This design comes from an exercise in tuning for small area on the open sky130 flow, not from production work.
The RTL was checked by simulation tests, not by an equivalence proof against the original design.
No activity file was given, so power comes from the tool's default toggle rates.

==> garnet <==
## debug_system
module debug_system (
        input         clk,
        input         resetn,
        input         ser_rx,
        output        ser_tx,
        output        interrupt,
        output        ndmreset,
        input         bus_valid,
        output        bus_ready,
        input         bus_write,
        input  [19:0] bus_addr,
        input  [31:0] bus_wdata,
        output [31:0] bus_rdata
);
Settings: LEC_CHECK=0, CAP_MARGIN=20, CORE_MARGIN=2, CORE_UTILIZATION=40, SLEW_MARGIN=20; clock period 8.0 ns.
run.sh (not shown) runs the stock make flow with config.mk's settings and CLKGATE_MAP_FILE= SYNTH_SCRIPT=/design/flow/synth_recipe.tcl, a recipe that flattens the netlist after the stock synthesis.
==> cedar (differences from garnet) <==
--- a/flow/design.v
+++ b/flow/design.v
@@ -5,19 +5,23 @@
         output     rx_bit_en,
         output     rx_bit,
         output reg rx_done
 );
         reg [3:0] recv_state;
         reg [3:0] recv_divcnt;
         wire half = recv_divcnt[2] & recv_divcnt[0];
+        wire [3:0] divcnt_inc = {recv_divcnt[3] ^ (&recv_divcnt[2:0]), recv_divcnt[2] ^ (&recv_divcnt[1:0]),
+                                 recv_divcnt[1] ^ recv_divcnt[0], ~recv_divcnt[0]};
+        wire [3:0] state_inc  = {recv_state[3] ^ (&recv_state[2:0]), recv_state[2] ^ (&recv_state[1:0]),
+                                 recv_state[1] ^ recv_state[0], ~recv_state[0]};
         wire full = recv_divcnt[3] & recv_divcnt[0];
         assign rx_bit_en = (recv_state != 0) && (recv_state != 1) && (recv_state != 10) && full;
         assign rx_bit    = ser_rx;
         always @(posedge clk) begin
-                recv_divcnt <= recv_divcnt + 1;
+                recv_divcnt <= divcnt_inc;
                 rx_done     <= 0;
                 case (recv_state)
                         0: begin
                                 if (!ser_rx)
                                         recv_state <= 1;
                                 recv_divcnt <= 0;
                         end
@@ -31,15 +35,15 @@
                                 if (full) begin
                                         rx_done    <= 1;
                                         recv_state <= 0;
                                 end
                         end
                         default: begin
                                 if (full) begin
-                                        recv_state  <= recv_state + 1;
+                                        recv_state  <= state_inc;
                                         recv_divcnt <= 0;
                                 end
                         end
                 endcase
                 if (!resetn) begin
                         recv_state <= 0;
                         rx_done    <= 0;
@@ -64,23 +68,22 @@
                 .clk       (clk),
                 .resetn    (resetn),
                 .ser_rx    (ser_rx),
                 .rx_bit_en (rx_bit_en),
                 .rx_bit    (rx_bit),
                 .rx_done   (rx_done)
         );
-        localparam R_IDLE = 3'd0, R_ADDR = 3'd1, R_D0 = 3'd4, R_D1 = 3'd5, R_D2 = 3'd6,
-                   R_D3 = 3'd7, R_CKS = 3'd2;
+        localparam R_IDLE = 3'd0, R_ADDR = 3'd1, R_D0 = 3'd2, R_D1 = 3'd3, R_D2 = 3'd4,
+                   R_D3 = 3'd5, R_CKS = 3'd6;
         reg [2:0] rx_state;
         reg [7:0] rx_cks;
-        wire rx_data = rx_state[2];
         always @(posedge clk) begin
                 if (rx_bit_en) begin
                         rx_cks <= {rx_bit ^ (rx_cks[0] & (rx_state != R_IDLE)), rx_cks[7:1]};
-                        if (rx_data)
+                        if (rx_state == R_D0 || rx_state == R_D1 || rx_state == R_D2 || rx_state == R_D3)
                                 dmi_wdata <= {rx_bit, dmi_wdata[31:1]};
                 end
                 if (dmi_match)
                         dmi_valid <= 0;
                 if (rx_done) begin
                         case (rx_state)
                                 R_IDLE: begin
@@ -110,14 +113,19 @@
         end
         reg [2:0] tx_byte;
         reg [3:0] tx_slot;      
         reg [3:0] tx_div;       
         reg [7:0] tx_cks;       
         reg [31:0] dmi_rdata;
         wire tx_first = (tx_slot == 6) && (tx_div == 8);
+        wire [2:0] byte_inc = {tx_byte[2] ^ (&tx_byte[1:0]), tx_byte[1] ^ tx_byte[0], ~tx_byte[0]};
+        wire [3:0] slot_inc = {tx_slot[3] ^ (&tx_slot[2:0]), tx_slot[2] ^ (&tx_slot[1:0]),
+                               tx_slot[1] ^ tx_slot[0], ~tx_slot[0]};
+        wire [3:0] div_inc  = {tx_div[3] ^ (&tx_div[2:0]), tx_div[2] ^ (&tx_div[1:0]),
+                               tx_div[1] ^ tx_div[0], ~tx_div[0]};
         wire tx_idle  = (tx_byte == 0) && tx_first;
         wire tx_go    = dmi_match && !dmi_write;
         wire tx_tick  = (tx_div == 9);
         wire tx_rdata = (tx_byte == 2) || (tx_byte == 3) || (tx_byte == 4) || (tx_byte == 5);
         wire [7:0] magic = 8'h5A;
         wire tx_bit = (tx_byte == 0) ? magic[tx_slot[2:0]] :
                       tx_rdata ? dmi_rdata[{tx_byte[2], tx_byte[0], tx_slot[2:0]}] : tx_cks[0];
@@ -126,21 +134,21 @@
                 if (tx_byte == 7) begin
                         tx_byte <= 0;
                 end else if (tx_idle && !tx_go) begin
                 end else if (tx_tick) begin
                         if (tx_slot == 0) begin
                                 tx_slot <= 6;
                                 tx_div  <= 8;
-                                tx_byte <= tx_byte + 1;
+                                tx_byte <= byte_inc;
                         end else begin
-                                tx_slot <= tx_slot + 1;
+                                tx_slot <= slot_inc;
                                 tx_div  <= 0;
                         end
                 end else begin
-                        tx_div <= tx_div + 1;
+                        tx_div <= div_inc;
                 end
                 if (!resetn) begin
                         tx_byte <= 0;
                         tx_slot <= 6;
                         tx_div  <= 8;
                 end
         end
@@ -354,15 +362,26 @@
                         hartsel   <= 0;
                         cmderr    <= 0;
                         havereset <= 0;
                         resumeack <= 0;
                         halt      <= 0;
                 end
         end
-        wire [31:0] data1_inc = data1 + (32'd1 << fix_size);
+        wire [32:0] inc_c;
+        assign inc_c[0] = fix_size == 2'd0;
+        assign inc_c[1] = fix_size == 2'd1 || (inc_c[0] && data1[0]);
+        assign inc_c[2] = fix_size == 2'd2 || (inc_c[1] && data1[1]);
+        assign inc_c[3] = fix_size == 2'd3 || (inc_c[2] && data1[2]);
+        genvar gi;
+        generate
+                for (gi = 4; gi <= 32; gi = gi + 1) begin : inc_chain
+                        assign inc_c[gi] = inc_c[gi - 1] && data1[gi - 1];
+                end
+        endgenerate
+        wire [31:0] data1_inc = data1 ^ inc_c[31:0];
         always @(posedge clk) begin
                 if (wr_data0)
                         data0 <= dmi_wdata;
                 else if (bus_wr && a440)
                         data0 <= bus_wdata;
                 if (wr_data1)
                         data1 <= dmi_wdata;
@@ -448,15 +467,17 @@
         wire [31:0] rom_rdata;
         dm_rom dm_rom (
                 .fix_reg  (fix_reg),
                 .fix_size (fix_size),
                 .addr     (bus_addr[8:2]),
                 .rdata    (rom_rdata)
         );
-        wire in_rom = bus_addr < 20'h164;
+        wire [6:0] widx = bus_addr[8:2];
+        wire in_rom = bus_addr[19:9] == 11'h0 &&
+                      (!widx[6] || (!widx[5] && (!widx[4] || !widx[3] || widx[2:0] == 3'b000)));
         always @(posedge clk) begin
                 if (bus_valid && !bus_write) begin
                         if (in_rom)
                                 bus_rdata <= rom_rdata;
                         else if (a420)
                                 bus_rdata <= {req_v, 8'h0, {3{req_v}} & req_n, {20{req_v}} & req_hs};
                         else if (a440)
==> flow/flow/run.sh (new file) <==
#!/bin/bash
# Layout flow: the standard ORFS flow (standard.sh) with these changes:
#  - Yosys's ABC step runs an area-oriented script (deep AIG optimisation, then
#    area-recovering mapping) in place of ORFS's delay-oriented one, and
#    Yosys does not pre-map XOR/AND patterns to half/full adder cells
#    (ADDER_MAP_FILE empty), so ABC optimises that logic too; the synthesis
#    passes and the registers are the standard ones. Should ABC fail, synthesis
#    is retried with a plainer area script, then with ORFS's own script;
#  - port buffers are sky130_fd_sc_hd__buf_1 (every input and output port still
#    gets its own buffer);
#  - clock tree synthesis uses clkbuf_4 buffers over clusters of at most 8
#    registers and no dummy loads.
# Each step's output goes to its own log here (synth_*.log, standard.log) and
# to ORFS's logs under orfs/logs.
set -uo pipefail
rm -rf scripts_abc
cp -r "$FLOW_HOME/scripts" scripts_abc
ARGS=(SCRIPTS_DIR="$PWD/scripts_abc" ADDER_MAP_FILE=
  BUFFER_PORTS_ARGS="-buffer_cell sky130_fd_sc_hd__buf_1"
  CTS_ARGS="-sink_clustering_enable -repair_clock_nets -dont_use_dummy_load -buf_list sky130_fd_sc_hd__clkbuf_4 -sink_clustering_size 8 -sink_clustering_max_diameter 40")
ok=0
for s in abc_area_deep.script abc_fallback.script; do
  cp "flow/$s" scripts_abc/abc_speed.script
  if bash standard.sh "${ARGS[@]}" synth > "synth_${s%.script}.log" 2>&1; then ok=1; break; fi
done
if [[ $ok == 0 ]]; then
  cp "$FLOW_HOME/scripts/abc_speed.script" scripts_abc/abc_speed.script
  bash standard.sh "${ARGS[@]}" synth > synth_orfs.log 2>&1 || exit 1
fi
bash standard.sh "${ARGS[@]}" > standard.log 2>&1
==> flow/flow/abc_area_deep.script (new file) <==
strash
&get -n
&deepsyn -T 400
&dch -x
&nf -a -R 1000 -F 8 -A 8 -C 32
&put
mfs3 -a
==> flow/flow/abc_fallback.script (new file) <==
strash
&get -n
&deepsyn -T 300
&dch
&nf -a -R 1000
&put
==> flow/standard.sh (new file) <==
#!/bin/bash
# synth_recipe.tcl (not shown) runs the flow's synth.tcl, then flattens the netlist and writes it again
# the make line also repeats each setting of config.mk as NAME=value (left out here)
make -C /OpenROAD-flow-scripts/flow DESIGN_CONFIG=/design/flow/config.mk WORK_HOME=/design/flow/orfs CLKGATE_MAP_FILE= SYNTH_SCRIPT=/design/flow/synth_recipe.tcl "${@:-finish}"
- CORE_UTILIZATION: 40 -> 58
removed: flow/run.sh
==> run summary <==
|  | garnet | cedar |
|---|---|---|
| Library cell with the highest instance count after synthesis | sky130_fd_sc_hd__nor2_1 | sky130_fd_sc_hd__dfxtp_1 |
| Met1 usage | 0.4014 | 0.5695 |
| Sequential power | 1.50 mW | 1.48 mW |
| Fraction of the cycle the final worst path needs | 0.6688 | 0.9099 |
| 1st-iter DRT viols | 1888 | 1893 |
| Post-synthesis xor/xnor area fraction | 0.01358 | 0.01217 |
| Final HPWL DP | 43680 um | 33520 um |
| Global-route wire length before repair | 88710 um | 67960 um |
| Final Util | 0.4654 | 0.6473 |
| CTS H-Tree Depth | 1 | 2 |
| Number of antenna diodes | 0 | 2 |
| Status | no timing/DRC/antenna violations | no timing/DRC/antenna violations |
| End point of the worst hold path | dm.req_hs[3] | dm.bus_rdata[28] |
| Critical R2R Capture | dm.data1[14] | dm.data1[29] |
| Clock Power | 1.48 mW | 0.699 mW |
| DIE AREA | 41920 sq um | 22280 sq um |
| Min Tclk post-route | 5.350 ns | 7.279 ns |
| Routed length on met2 | 24940 um | 19620 um |
| Post-layout nets | 1937 | 1471 |
| Core outline area | 39730 sq um | 20890 sq um |
| Area of all placed cells without fillers | 18490 sq um | 13520 sq um |

-- port drivers added, routing unchanged --
In the flow no input, the clock included, has a driving cell. The finished layouts below were timed again as built, in two steps. Step 1 assumes that a clkbuf_16 drives the clock port and a buf_2 every other input. Step 2 moves the port delays by t, midway between the first and last clock arrival at a register: inputs arrive t later, outputs are due t later. That takes back most of the time a late clock gives input paths. Three values: no drivers, after step 1, after step 2; two values: the first two.
run	t (ns)	slack for setup (ns)	clock arrival spread, ns	slew at the worst register clock pin (ns)	worst data-port slew with drivers (ns)
garnet	0.619	2.650 / 2.684 / 2.065	0.019 / 0.019	0.07 / 0.07	0.05
cedar	0.695	0.721 / 0.744 / 0.050	0.082 / 0.081	0.10 / 0.10	0.05
After both steps setup and hold are still met in every run listed. For cedar, which loses most, drivers alone change the setup slack by +0.023 ns; drivers and shift together by -0.671 ns.
